Context: an optimization exercise on an open-source flow, tuned for small area and a short achievable clock period. The choices shown serve that exercise and are no tape-out recipe.
The RTL was checked by simulation tests, not by an equivalence proof against the original design.
Power and IR drop assume default switching activity.

Setup of exp/cedar:
Design tlb, start of the top module:
module tlb(
    input wire clk,
    input wire [18:0] s0_vppn,
    input wire        s0_va_bit12,
    input wire [ 9:0] s0_asid,
    output wire        s0_found,
    output wire [ 3:0] s0_index,
    output wire [19:0] s0_ppn,
    output wire [ 5:0] s0_ps,
    output wire [ 1:0] s0_plv,
    output wire [ 1:0] s0_mat,
    output wire        s0_d   ,
    output wire        s0_v   ,
    input wire [18:0] s1_vppn,
    input wire        s1_va_bit12,
    input wire [ 9:0] s1_asid,
    output wire        s1_found,
    output wire [ 3:0] s1_index,
    output wire [19:0] s1_ppn,
    output wire [ 5:0] s1_ps,
    output wire [ 1:0] s1_plv,
    output wire [ 1:0] s1_mat,
    output wire        s1_d   ,
    output wire        s1_v   ,
    input wire         invtlb_valid,
    input wire  [ 4:0] invtlb_op,
    input wire        we,
    input wire        w_e,
    input wire [18:0] w_vppn,
    input wire [ 9:0] w_asid,
    input wire        w_g,
    input wire [ 5:0] w_ps,
    input wire [ 3:0] w_index,
    input wire [19:0] w_ppn0,
    input wire [ 1:0] w_plv0,
    input wire [ 1:0] w_mat0,
    input wire        w_d0   ,
    input wire        w_v0   ,
    input wire [19:0] w_ppn1,
    input wire [ 1:0] w_plv1,
    input wire [ 1:0] w_mat1,
    input wire        w_d1   ,
    input wire        w_v1   ,
    input wire [ 3:0] r_index,
    output wire        r_e,
    output wire [18:0] r_vppn,
    output wire [ 9:0] r_asid,
    output wire        r_g,
    output wire [ 5:0] r_ps,
    output wire [19:0] r_ppn0,
    output wire [ 1:0] r_plv0,
    output wire [ 1:0] r_mat0,
    output wire        r_d0   ,
    output wire        r_v0   ,
    output wire [19:0] r_ppn1,
    output wire [ 1:0] r_plv1,
    output wire [ 1:0] r_mat1,
  ...
Settings: LEC_CHECK=0, CAP_MARGIN=20, CORE_MARGIN=2, CORE_UTILIZATION=35, CTS_BUF_LIST=sky130_fd_sc_hd__clkbuf_8, CTS_CLUSTER_DIAMETER=50, CTS_CLUSTER_SIZE=12, SETUP_SLACK_MARGIN=3.5, SLEW_MARGIN=20, SYNTH_HIERARCHICAL=1; clock period 10.0 ns.
standard.sh (not shown) runs the stock make flow with config.mk's settings and CLKGATE_MAP_FILE= SYNTH_SCRIPT=/design/flow/synth_recipe.tcl, a recipe that flattens the netlist after the stock synthesis.
==> flow/flow/run.sh <==
#!/bin/bash
# Standard ORFS layout, except that the port buffers are buf_4 cells instead of
# the default pick (a clock delay cell), which adds about 0.5 ns to every port path.
set -euo pipefail
export BUFFER_PORTS_ARGS="-buffer_cell sky130_fd_sc_hd__buf_4"
bash standard.sh > standard.log 2>&1
> inputs changed (exp/cedar -> exp/umber)
==> flow/flow/run.sh <==
#!/bin/bash
# Standard ORFS layout, except that the port buffers are buf_2 cells instead of
# the default pick (a clock delay cell), which adds about 0.5 ns to every port path.
set -euo pipefail
export BUFFER_PORTS_ARGS="-buffer_cell sky130_fd_sc_hd__buf_2"
bash standard.sh > standard.log 2>&1
Notes after the runs:
Via count ended up 0.89% higher on exp/umber than on exp/cedar. Re slack of the worst reg-to-reg path: exp/umber is 0.08 ns down on exp/cedar. Against exp/cedar, the final cell area of exp/umber is higher. Number of placement rows came out exactly the same in exp/cedar and exp/umber. Placer congestion estimate came out lower on exp/umber than on exp/cedar. Sort exp/cedar and exp/umber by number of clock buffers inserted by TritonCTS asc -> top: exp/cedar. Of the two candidates, exp/cedar has the better fmax and exp/umber the worse one. Summary of exp/umber over exp/cedar: power grew by about 0.46%; count of clock-net buffers in the final layout went up about 1.3%. Pin count of the biggest net entering global routing grows by more than a quarter when moving from exp/cedar to exp/umber.
The inputs of exp/tundra differ from those of exp/umber as listed below.
- changing CORE_UTILIZATION from 35 to 45
==> comparison <==
- exp/tundra against exp/umber: buffer share of cell area fell by 0.31 points; setup slack of the critical path after layout stayed essentially flat; first-pass GRT wire length fell by 1.1%.
- Going from exp/umber to exp/tundra, register share of the cell area grows by 0.42 points.
- Delta (exp/tundra minus exp/umber): final cell count now smaller; global-route usage now larger.
Here is what was changed in the inputs of exp/quartz compared with exp/tundra.
- a change of SLEW_MARGIN from 20 to 10
- a change of CORE_UTILIZATION from 45 to 35
- a change of CAP_MARGIN from 20 to 10
--- outcome ---
Of exp/tundra and exp/quartz, the lower die width belongs to exp/tundra.
Of the two values seen for launching instance or port of the critical path, s1_vppn[12] was produced by exp/tundra and r_index[2] by exp/quartz.
Max proportion of power drawn by the clock network across exp/tundra and exp/quartz: exp/tundra
Compared with exp/tundra, exp/quartz shows global-route wire length before repair higher by 1.2%.
Looking at count of nets after finishing, exp/quartz sits 54 higher than exp/tundra does.
Diff exp/tundra -> exp/quartz: total instance count after detailed placement saw an increase, number of placement rows saw an increase.
Cmp exp/tundra and exp/quartz / length in cells of the worst reg-to-reg path / lower: exp/tundra
[compare] base=exp/tundra new=exp/quartz: critical path's largest stage delay climbed 0.13 ns; HPWL after detailed placement climbed about 2.7%.

-- static timing again, ports no longer ideal --
In the flow no input, the clock included, has a driving cell. The finished layouts below were timed again as built, in two steps. Step 1 assumes that a clkbuf_16 drives the clock port and a buf_2 every other input. Step 2 adds t to the input delays and takes it off the output delays; t is the mean of the earliest and latest rising clock arrival at the registers after step 1. Input paths then give back, and output paths get back, about the clock's delay inside the block. Slacks: ideal / step 1 / step 2; pairs: ideal / step 1.
run | t, ns | slack for setup (ns) | worst setup path at the end | worst slew at a driven data input, ns | cell pins on the clock port's net
exp/cedar | 1.016 | 3.414 / 3.331 / 3.331 | input to output | 0.22 | 1
exp/umber | 1.079 | 3.384 / 3.305 / 3.305 | input to output | 0.19 | 1
exp/tundra | 1.004 | 3.384 / 3.328 / 3.328 | input to output | 0.19 | 1
exp/quartz | 1.034 | 3.352 / 3.291 / 3.291 | input to output | 0.19 | 1
After both steps setup and hold are still met in every run listed. For exp/cedar, which loses most, drivers alone change the setup slack by -0.083 ns; drivers and shift together by -0.083 ns.
